Context: an optimization exercise on an open-source flow, tuned for small area and a short achievable clock period. The choices shown serve that exercise and are no tape-out recipe.
RTL that was checked went through simulation tests only; none was proved equivalent to the original.
No driver is modelled on the clock port, so clock power and skew are understated where the tree is cut down; a real chip needs a root buffer or a tree.
Power is estimated from default activity; no workload was simulated.

==> flow/design.v <==
module fifo_top (
    input         clk,
    input         rst,         
    input  [63:0] inputs,
    input         in_vld,
    output        fifo_rdy,
    output [63:0] outputs,
    output        fifo_vld,
    input         mac_rdy
  );
  fifo #(.WORD_L(8), .DEPTH(8), .PORT_L(8)) u_fifo (
    .clk      (clk),
    .rst      (rst),
    .inputs   (inputs),
    .in_vld   (in_vld),
    .fifo_rdy (fifo_rdy),
    .outputs  (outputs),
    .fifo_vld (fifo_vld),
    .mac_rdy  (mac_rdy)
  );
endmodule

module fifo #(parameter WORD_L= 8, DEPTH= 8, PORT_L= 8) (
    input                                   clk,
    input                                   rst,
    input [PORT_L - 1 : 0] [WORD_L -1 : 0]  inputs,
    input                                   in_vld,
    output                                  fifo_rdy,
    output [PORT_L - 1 : 0] [WORD_L -1 : 0] outputs,
    output                                  fifo_vld,
    input                                   mac_rdy
  );
  localparam W = PORT_L * WORD_L;
  localparam M = DEPTH - 1;                 
  logic [M-1:0][W-1:0] mem;
  logic [W-1:0]        out_q;
  logic [M-1:0]        wr_oh;               
  logic [M-1:0]        rsel;                
  logic [DEPTH-1:0]    lvl;                 
  logic                rdy_q;               
  logic [M-1:0]        we_q;                
  logic                wr_en, rd_en, inc, dec, load, to_mem, from_mem;
  logic [DEPTH-1:0]    lvl_n;
  logic [M-1:0]        wr_oh_n, rd_oh, rd_oh_n;
  logic [W-1:0]        head;
  assign fifo_rdy = rdy_q;
  assign fifo_vld = lvl[0];
  assign outputs  = out_q;
  assign wr_en    = in_vld  & rdy_q;
  assign rd_en    = mac_rdy & lvl[0];
  assign inc      = wr_en & ~rd_en;
  assign dec      = rd_en & ~wr_en;
  assign load     = mac_rdy | ~lvl[0];
  assign from_mem = mac_rdy & lvl[1];       
  assign to_mem   = wr_en & (lvl[1] | (lvl[0] & ~mac_rdy));
  always_comb begin
    for (int i = 0; i < DEPTH; i++) begin
      if (inc)      lvl_n[i] = (i == 0) ? 1'b1 : lvl[i-1];
      else if (dec) lvl_n[i] = (i == DEPTH-1) ? 1'b0 : lvl[i+1];
      else          lvl_n[i] = lvl[i];
    end
  end
  assign rd_oh   = lvl[1] ? rsel : wr_oh;
  assign wr_oh_n = to_mem   ? {wr_oh[M-2:0], wr_oh[M-1]} : wr_oh;
  assign rd_oh_n = from_mem ? {rd_oh[M-2:0], rd_oh[M-1]} : rd_oh;
  always_ff @(posedge clk) begin
    if (!rst) begin
      lvl   <= '0;
      rdy_q <= 1'b1;
      wr_oh <= M'(1);
      we_q  <= M'(1);
      rsel  <= '0;
    end else begin
      lvl   <= lvl_n;
      rdy_q <= ~lvl_n[DEPTH-1];
      wr_oh <= wr_oh_n;
      we_q  <= lvl_n[DEPTH-1] ? '0 : wr_oh_n;
      rsel  <= lvl_n[1] ? rd_oh_n : '0;
    end
  end
  always_comb begin
    head = inputs & {W{~lvl[1]}};
    for (int k = 0; k < M; k++)
      head = head | (mem[k] & {W{rsel[k]}});
  end
  always_ff @(posedge clk) begin
    for (int k = 0; k < M; k++)
      if (we_q[k]) mem[k] <= inputs;
  end
  always_ff @(posedge clk)
    if (load) out_q <= head;
endmodule
Settings: LEC_CHECK=0, CAP_MARGIN=20, CORE_MARGIN=2, CORE_UTILIZATION=60, SETUP_SLACK_MARGIN=2.8, SLEW_MARGIN=20; clock period 4.5 ns.
standard.sh (not shown) runs the stock make flow with config.mk's settings and CLKGATE_MAP_FILE= SYNTH_SCRIPT=/design/flow/synth_recipe.tcl, a recipe that flattens the netlist after the stock synthesis.
==> flow/flow/run.sh <==
#!/bin/bash
# Standard layout (the standard.sh, standard synthesis unchanged) with
# three changes:
#  - port buffers are buf_2 cells instead of the slow clkdlybuf4s50_1 that
#    buffer_ports picks by default;
#  - after global placement, flow/outff.tcl moves each flip-flop that drives
#    an output port buffer next to that buffer (detailed placement legalizes);
#  - the clock tree is a balanced two-level inverter tree built by
#    flow/mycts.tcl in place of clock_tree_synthesis.
set -euo pipefail
export MYCTS_LEAF_SIZE=20
export MYCTS_MID=4
export MYCTS_BUF=sky130_fd_sc_hd__clkinv_8
export MYCTS_MIDBUF=sky130_fd_sc_hd__clkinv_16
bash standard.sh \
  "BUFFER_PORTS_ARGS=-buffer_cell sky130_fd_sc_hd__buf_2" \
  "POST_GLOBAL_PLACE_TCL=$PWD/flow/outff.tcl" \
  "PRE_CTS_TCL=$PWD/flow/mycts.tcl" \
  finish > standard.log 2>&1
Other scripts of this flow, unchanged in this note and not shown: flow/flow/mycts.tcl, flow/flow/outff.tcl
Rerun with:
--- a/flow/design.v
+++ b/flow/design.v
@@ -35,13 +35,13 @@
   logic [M-1:0][W-1:0] mem;
   logic [W-1:0]        out_q;
   logic [M-1:0]        wr_oh;               
-  logic [M-1:0]        rsel;                
+  logic [M-1:0]        rd_oh;               
   logic [DEPTH-1:0]    lvl;                 
   logic                rdy_q;               
   logic [M-1:0]        we_q;                
   logic                wr_en, rd_en, inc, dec, load, to_mem, from_mem;
   logic [DEPTH-1:0]    lvl_n;
-  logic [M-1:0]        wr_oh_n, rd_oh, rd_oh_n;
+  logic [M-1:0]        wr_oh_n;
   logic [W-1:0]        head;
   assign fifo_rdy = rdy_q;
   assign fifo_vld = lvl[0];
@@ -60,33 +60,31 @@
       else          lvl_n[i] = lvl[i];
     end
   end
-  assign rd_oh   = lvl[1] ? rsel : wr_oh;
-  assign wr_oh_n = to_mem   ? {wr_oh[M-2:0], wr_oh[M-1]} : wr_oh;
-  assign rd_oh_n = from_mem ? {rd_oh[M-2:0], rd_oh[M-1]} : rd_oh;
+  assign wr_oh_n = to_mem ? {wr_oh[M-2:0], wr_oh[M-1]} : wr_oh;
   always_ff @(posedge clk) begin
     if (!rst) begin
       lvl   <= '0;
       rdy_q <= 1'b1;
       wr_oh <= M'(1);
       we_q  <= M'(1);
-      rsel  <= '0;
+      rd_oh <= M'(1);
     end else begin
       lvl   <= lvl_n;
       rdy_q <= ~lvl_n[DEPTH-1];
       wr_oh <= wr_oh_n;
       we_q  <= lvl_n[DEPTH-1] ? '0 : wr_oh_n;
-      rsel  <= lvl_n[1] ? rd_oh_n : '0;
+      if (from_mem) rd_oh <= {rd_oh[M-2:0], rd_oh[M-1]};
     end
   end
   always_comb begin
-    head = inputs & {W{~lvl[1]}};
+    head = '0;
     for (int k = 0; k < M; k++)
-      head = head | (mem[k] & {W{rsel[k]}});
+      head = head | (mem[k] & {W{rd_oh[k]}});
   end
   always_ff @(posedge clk) begin
     for (int k = 0; k < M; k++)
       if (we_q[k]) mem[k] <= inputs;
   end
   always_ff @(posedge clk)
-    if (load) out_q <= head;
+    if (load) out_q <= lvl[1] ? head : inputs;
 endmodule
Flip-flop and latch count does not change.
Design area rose by 1.0%.
Maximum frequency rose by 2.3%.
Hold slack loses 0.034 ns.
Core utilization rose by 0.53 points.
Wire length fell by 4.1%.
In every run of this note, the design's own scripts or RTL, not TritonCTS, make the clock network.

// fifo_top: RTL as listed in full above, without the edits since
Settings: LEC_CHECK=0, CAP_MARGIN=20, CORE_MARGIN=2, CORE_UTILIZATION=60, SETUP_SLACK_MARGIN=2.8, SLEW_MARGIN=20; clock period 4.5 ns.
==> flow/flow/run.sh <==
#!/bin/bash
# Standard layout (the standard.sh, standard synthesis unchanged) with
# three changes:
#  - port buffers are buf_2 cells instead of the slow clkdlybuf4s50_1 that
#    buffer_ports picks by default;
#  - after global placement, flow/outff.tcl moves each flip-flop that drives
#    an output port buffer next to that buffer (detailed placement legalizes);
#  - the clock tree is a balanced two-level inverter tree built by
#    flow/mycts.tcl in place of clock_tree_synthesis.
set -euo pipefail
export MYCTS_LEAF_SIZE=20
export MYCTS_MID=4
export MYCTS_BUF=sky130_fd_sc_hd__clkinv_8
export MYCTS_MIDBUF=sky130_fd_sc_hd__clkinv_16
export OUTFF_MOVE_BUF=1
bash standard.sh \
  "BUFFER_PORTS_ARGS=-buffer_cell sky130_fd_sc_hd__buf_2" \
  "POST_GLOBAL_PLACE_TCL=$PWD/flow/outff.tcl" \
  "PRE_CTS_TCL=$PWD/flow/mycts.tcl" \
  finish > standard.log 2>&1
Other scripts of this flow, unchanged in this note and not shown: flow/flow/mycts.tcl, flow/flow/outff.tcl
==> next run, changes <==
--- a/flow/design.v
+++ b/flow/design.v
@@ -34,15 +34,15 @@
   localparam M = DEPTH - 1;                 
   logic [M-1:0][W-1:0] mem;
   logic [W-1:0]        out_q;
   logic [M-1:0]        wr_oh;               
-  logic [M-1:0]        rsel;                
+  logic [M-1:0]        rd_oh;               
   logic [DEPTH-1:0]    lvl;                 
   logic                rdy_q;               
   logic [M-1:0]        we_q;                
   logic                wr_en, rd_en, inc, dec, load, to_mem, from_mem;
   logic [DEPTH-1:0]    lvl_n;
-  logic [M-1:0]        wr_oh_n, rd_oh, rd_oh_n;
+  logic [M-1:0]        wr_oh_n;
   logic [W-1:0]        head;
   assign fifo_rdy = rdy_q;
   assign fifo_vld = lvl[0];
   assign outputs  = out_q;
@@ -59,34 +59,32 @@
       else if (dec) lvl_n[i] = (i == DEPTH-1) ? 1'b0 : lvl[i+1];
       else          lvl_n[i] = lvl[i];
     end
   end
-  assign rd_oh   = lvl[1] ? rsel : wr_oh;
-  assign wr_oh_n = to_mem   ? {wr_oh[M-2:0], wr_oh[M-1]} : wr_oh;
-  assign rd_oh_n = from_mem ? {rd_oh[M-2:0], rd_oh[M-1]} : rd_oh;
+  assign wr_oh_n = to_mem ? {wr_oh[M-2:0], wr_oh[M-1]} : wr_oh;
   always_ff @(posedge clk) begin
     if (!rst) begin
       lvl   <= '0;
       rdy_q <= 1'b1;
       wr_oh <= M'(1);
       we_q  <= M'(1);
-      rsel  <= '0;
+      rd_oh <= M'(1);
     end else begin
       lvl   <= lvl_n;
       rdy_q <= ~lvl_n[DEPTH-1];
       wr_oh <= wr_oh_n;
       we_q  <= lvl_n[DEPTH-1] ? '0 : wr_oh_n;
-      rsel  <= lvl_n[1] ? rd_oh_n : '0;
+      if (from_mem) rd_oh <= {rd_oh[M-2:0], rd_oh[M-1]};
     end
   end
   always_comb begin
-    head = inputs & {W{~lvl[1]}};
+    head = '0;
     for (int k = 0; k < M; k++)
-      head = head | (mem[k] & {W{rsel[k]}});
+      head = head | (mem[k] & {W{rd_oh[k]}});
   end
   always_ff @(posedge clk) begin
     for (int k = 0; k < M; k++)
       if (we_q[k]) mem[k] <= inputs;
   end
   always_ff @(posedge clk)
-    if (load) out_q <= head;
+    if (load) out_q <= lvl[1] ? head : inputs;
 endmodule
=>
- The new run ran to the end with no violations
- global-route usage rises by 0.25 points
- clock power stays flat
- setup slack improves by 0.027 ns
- synthesized cell count rises by 0.69%
- via count increases by 1.8%
- design area grows by 2.0%
- total power drops by 0.39%
- sequential share of layout area went down by 1.5 points
- routed wire length is higher by 1.9%
- hold slack gets worse by 0.019 ns
No run of this note takes its clock network from TritonCTS; it comes from the design's own scripts or RTL.

run G:
Starts from the design.v that is shown in full above.
export LEC_CHECK = 0
export CAP_MARGIN = 20
export CORE_MARGIN = 2
export CORE_UTILIZATION = 60
export SETUP_SLACK_MARGIN = 2.85
export SLEW_MARGIN = 20
create_clock -name core_clock -period 4.5 [get_ports {clk}]
==> flow/flow/run.sh <==
#!/bin/bash
# Standard layout (the standard.sh, standard synthesis unchanged) with
# three changes:
#  - port buffers are buf_2 cells instead of the slow clkdlybuf4s50_1 that
#    buffer_ports picks by default;
#  - after global placement, flow/outff.tcl moves each flip-flop that drives
#    an output port buffer next to that buffer (detailed placement legalizes);
#  - the clock tree is a balanced two-level inverter tree built by
#    flow/mycts.tcl in place of clock_tree_synthesis.
set -euo pipefail
export MYCTS_LEAF_SIZE=20
export MYCTS_MID=4
export MYCTS_BUF=sky130_fd_sc_hd__clkinv_8
export MYCTS_MIDBUF=sky130_fd_sc_hd__clkinv_16
bash standard.sh \
  "BUFFER_PORTS_ARGS=-buffer_cell sky130_fd_sc_hd__buf_2" \
  "POST_GLOBAL_PLACE_TCL=$PWD/flow/outff.tcl" \
  "PRE_CTS_TCL=$PWD/flow/mycts.tcl" \
  finish > standard.log 2>&1
Other scripts of this flow, unchanged in this note and not shown: flow/flow/mycts.tcl, flow/flow/outff.tcl
Here is what was changed in the inputs of run D compared with run G.
--- a/flow/design.v
+++ b/flow/design.v
@@ -80,5 +80,5 @@
   end
   always_comb begin
-    head = inputs & {W{~lvl[1]}};
+    head = '0;
     for (int k = 0; k < M; k++)
       head = head | (mem[k] & {W{rsel[k]}});
@@ -89,4 +89,6 @@
   end
   always_ff @(posedge clk)
-    if (load) out_q <= head;
+    out_q <= (out_q  & {W{~mac_rdy & lvl[0]}})
+           | (inputs & {W{load & ~lvl[1]}})
+           | (head   & {W{mac_rdy}});
 endmodule
==> results.txt <==
Between run G and run D, power is lower for run G, run D comes in above that.
Row critical path buffer and inverter count: run D higher / run G lower
Between run D and run G, it is run D whose via-per-instance ratio is higher, by about 2.6%.
Looking at proportion of synthesized chip area in sequential cells, run D sits 4.3 points lower than run G does.
Total non-filler cell area in the finished layout, run D vs run G: up by a few percent
Global router's overall resource usage, run G and run D, lower one = run G.
Run D vs. run G: worst slack at placement went up by 0.18 ns.
Every run (run G and run D) finished clean.
Delta (run D minus run G): amount of wire on met2 after detailed routing now sits higher, worst hold slack across all endpoints now sits lower.
Compared with run G, run D shows a lower fmax.
Status: met1 routing resource usage after global routing parity (run D, run G)
Run D: global-route track usage on met2 3.8 points above run G
| worst-case setup margin in the final layout | lower: run D |
The RTL of run D was laid out without a check of its function. In every run of this note, the design's own scripts or RTL, not TritonCTS, make the clock network.

fjord:
fifo_top, a different RTL version from the one above (not shown whole).
Size in the first run: about 1000 cells after synthesis, ~540 flip-flops, about 130 I/O pins, about 19000 um^2 of cells after synthesis.
// fifo_top
module fifo_top (
    input         clk,
    input         rst,         
    input  [63:0] inputs,
    input         in_vld,
    output        fifo_rdy,
    output [63:0] outputs,
    output        fifo_vld,
    input         mac_rdy
  );
==> module fifo, before the edit <==
module fifo #(parameter WORD_L= 8, DEPTH= 8, PORT_L= 8) (
    input                                   clk,
    input                                   rst,
    input [PORT_L - 1 : 0] [WORD_L -1 : 0]  inputs,
    input                                   in_vld,
    output                                  fifo_rdy,
    output [PORT_L - 1 : 0] [WORD_L -1 : 0] outputs,
    output                                  fifo_vld,
    input                                   mac_rdy
  );
  localparam W = PORT_L * WORD_L;
  localparam M = DEPTH - 1;                 
  logic [M-1:0][W-1:0] mem;
  logic [W-1:0]        out_q;
  logic [M-1:0]        wr_oh;               
  logic [M-1:0]        rd_oh;               
  logic [DEPTH-1:0]    lvl;                 
  logic                rdy_q;               
  logic                wr_en, rd_en, inc, dec, load, to_mem, from_mem;
  logic [DEPTH-1:0]    lvl_n;
  logic [W-1:0]        head;
  assign fifo_rdy = rdy_q;
  assign fifo_vld = lvl[0];
  assign outputs  = out_q;
  assign wr_en    = in_vld  & rdy_q;
  assign rd_en    = mac_rdy & lvl[0];
  assign inc      = wr_en & ~rd_en;
  assign dec      = rd_en & ~wr_en;
  assign load     = mac_rdy | ~lvl[0];
  assign from_mem = mac_rdy & lvl[1];       
  assign to_mem   = wr_en & (lvl[1] | (lvl[0] & ~mac_rdy));
  always_comb begin
    for (int i = 0; i < DEPTH; i++) begin
      if (inc)      lvl_n[i] = (i == 0) ? 1'b1 : lvl[i-1];
      else if (dec) lvl_n[i] = (i == DEPTH-1) ? 1'b0 : lvl[i+1];
      else          lvl_n[i] = lvl[i];
    end
  end
  always_ff @(posedge clk) begin
    if (!rst) begin
      lvl   <= '0;
      rdy_q <= 1'b1;
      wr_oh <= M'(1);
      rd_oh <= M'(1);
    end else begin
      lvl   <= lvl_n;
      rdy_q <= ~lvl_n[DEPTH-1];
      if (to_mem)   wr_oh <= {wr_oh[M-2:0], wr_oh[M-1]};
      if (from_mem) rd_oh <= {rd_oh[M-2:0], rd_oh[M-1]};
    end
  end
  always_comb begin
    head = '0;
    for (int k = 0; k < M; k++)
      head = head | (mem[k] & {W{rd_oh[k]}});
  end
  always_ff @(posedge clk) begin
    for (int k = 0; k < M; k++)
      if (wr_oh[k] & rdy_q) mem[k] <= inputs;
    if (load) out_q <= lvl[1] ? head : inputs;
  end
endmodule
clock: 4.5 ns
lec_check: 0
cap_margin: 20
core_margin: 2
core_utilization: 40
slew_margin: 20
run.sh (not shown) runs the stock make flow with config.mk's settings and CLKGATE_MAP_FILE= SYNTH_SCRIPT=/design/flow/synth_recipe.tcl, a recipe that flattens the netlist after the stock synthesis.
Stock flow here: none of the scripts above is used.
What yarrow does differently from fjord at the input level:
==> flow/design.v <==
module fifo_top (
    input         clk,
    input         rst,         
    input  [63:0] inputs,
    input         in_vld,
    output        fifo_rdy,
    output [63:0] outputs,
    output        fifo_vld,
    input         mac_rdy
  );
  fifo #(.WORD_L(8), .DEPTH(8), .PORT_L(8)) u_fifo (
    .clk      (clk),
    .rst      (rst),
    .inputs   (inputs),
    .in_vld   (in_vld),
    .fifo_rdy (fifo_rdy),
    .outputs  (outputs),
    .fifo_vld (fifo_vld),
    .mac_rdy  (mac_rdy)
  );
endmodule

module fifo #(parameter WORD_L= 8, DEPTH= 8, PORT_L= 8) (
    input                                   clk,
    input                                   rst,
    input [PORT_L - 1 : 0] [WORD_L -1 : 0]  inputs,
    input                                   in_vld,
    output                                  fifo_rdy,
    output [PORT_L - 1 : 0] [WORD_L -1 : 0] outputs,
    output                                  fifo_vld,
    input                                   mac_rdy
  );
  localparam W   = PORT_L * WORD_L;
  localparam M   = DEPTH - 1;               
  localparam CNT = $clog2(DEPTH + 1);
  logic [M-1:0][W-1:0] mem;
  logic [W-1:0]        out_q;
  logic [M-1:0]        wr_oh;               
  logic [M-1:0]        rd_oh;               
  logic [M-1:0]        we_q;                
  logic [CNT-1:0]      count;
  logic                vld_q;               
  logic                rdy_q;               
  logic                two_q;               
  logic                wr_en, rd_en, load, to_mem, from_mem;
  logic [CNT-1:0]      count_n;
  logic [M-1:0]        wr_oh_n, rd_oh_n;
  logic [W-1:0]        head;
  assign fifo_rdy = rdy_q;
  assign fifo_vld = vld_q;
  assign outputs  = out_q;
  assign wr_en    = in_vld  & rdy_q;
  assign rd_en    = mac_rdy & vld_q;
  assign load     = mac_rdy | ~vld_q;
  assign from_mem = load & two_q;           
  assign to_mem   = wr_en & (two_q | (vld_q & ~mac_rdy));
  assign count_n  = count + CNT'(wr_en) - CNT'(rd_en);
  assign wr_oh_n  = to_mem   ? {wr_oh[M-2:0], wr_oh[M-1]} : wr_oh;
  assign rd_oh_n  = from_mem ? {rd_oh[M-2:0], rd_oh[M-1]} : rd_oh;
  always_ff @(posedge clk) begin
    if (!rst) begin
      count <= '0;
      vld_q <= 1'b0;
      rdy_q <= 1'b1;
      two_q <= 1'b0;
      wr_oh <= M'(1);
      rd_oh <= M'(1);
      we_q  <= M'(1);
    end else begin
      count <= count_n;
      vld_q <= count_n != 0;
      rdy_q <= count_n != CNT'(DEPTH);
      two_q <= count_n > 1;
      wr_oh <= wr_oh_n;
      rd_oh <= rd_oh_n;
      we_q  <= (count_n != CNT'(DEPTH)) ? wr_oh_n : '0;
    end
  end
  always_comb begin
    head = '0;
    for (int k = 0; k < M; k++)
      head = head | (mem[k] & {W{rd_oh[k]}});
  end
  always_ff @(posedge clk) begin
    for (int k = 0; k < M; k++)
      if (we_q[k]) mem[k] <= inputs;
    if (load) out_q <= two_q ? head : inputs;
  end
endmodule
Findings:
fjord and yarrow ended up with roughly the same net total in the final layout. Looking at yarrow and fjord, the synthesized area per cell is a wash. Initial standard-cell utilization of the core ended up 0.21 points lower on yarrow than on fjord. Diff fjord -> yarrow: part of the power in combinational logic +11 points, die area -1.1%, synthesized-area fraction occupied by xor and xnor cells ~0 delta. ~same buffering overhead in yarrow and fjord. Higher overall power among yarrow and fjord: yarrow. yarrow vs fjord: footprint of the multi-input gates down by a little under 10%. The run showing the smaller largest fanout on the critical path is yarrow. yarrow — depth of the worst register-to-register path 7 higher, fjord as reference.
No functional check of the RTL was part of any run of this note.

## static timing again, ports no longer ideal
The flow's constraints put no driver on any port. The routed layouts listed below were extracted and timed again, unchanged, in two steps.
Step 1, drivers: a clkbuf_16 drives clk and a buf_2 each remaining input, both assumed.
Step 2 also shifts input and output timing later by t, the mid clock arrival at the registers, as if the neighbouring blocks saw the same clock.
Three values: ideal, step 1, step 2; two values: the first two.
| run | t, ns | slack for setup (ns) | latest minus earliest clock arrival (ns) |
|---|---|---|---|
| the first run of note 1 | 0.454 | 2.756 / 2.568 / 2.508 | 0.048 / 0.047 |
| the second run of note 1 | 0.469 | 2.796 / 2.545 / 2.518 | 0.068 / 0.063 |
| the first run of note 2 | 0.458 | 2.718 / 2.580 / 2.447 | 0.067 / 0.067 |
| the second run of note 2 | 0.459 | 2.745 / 2.590 / 2.468 | 0.045 / 0.044 |
| run G | 0.452 | 2.804 / 2.573 / 2.544 | 0.050 / 0.048 |
| run D | 0.459 | 2.627 / 2.616 / 2.352 | 0.086 / 0.087 |
| fjord | 0.624 | 1.895 / 1.839 / 1.731 | 0.017 / 0.018 |
| yarrow | 0.638 | 1.610 / 1.646 / 1.008 | 0.016 / 0.016 |
After both steps every run listed still meets setup and hold. For yarrow, which loses most, drivers alone change the setup slack by +0.036 ns; drivers and shift together by -0.602 ns.
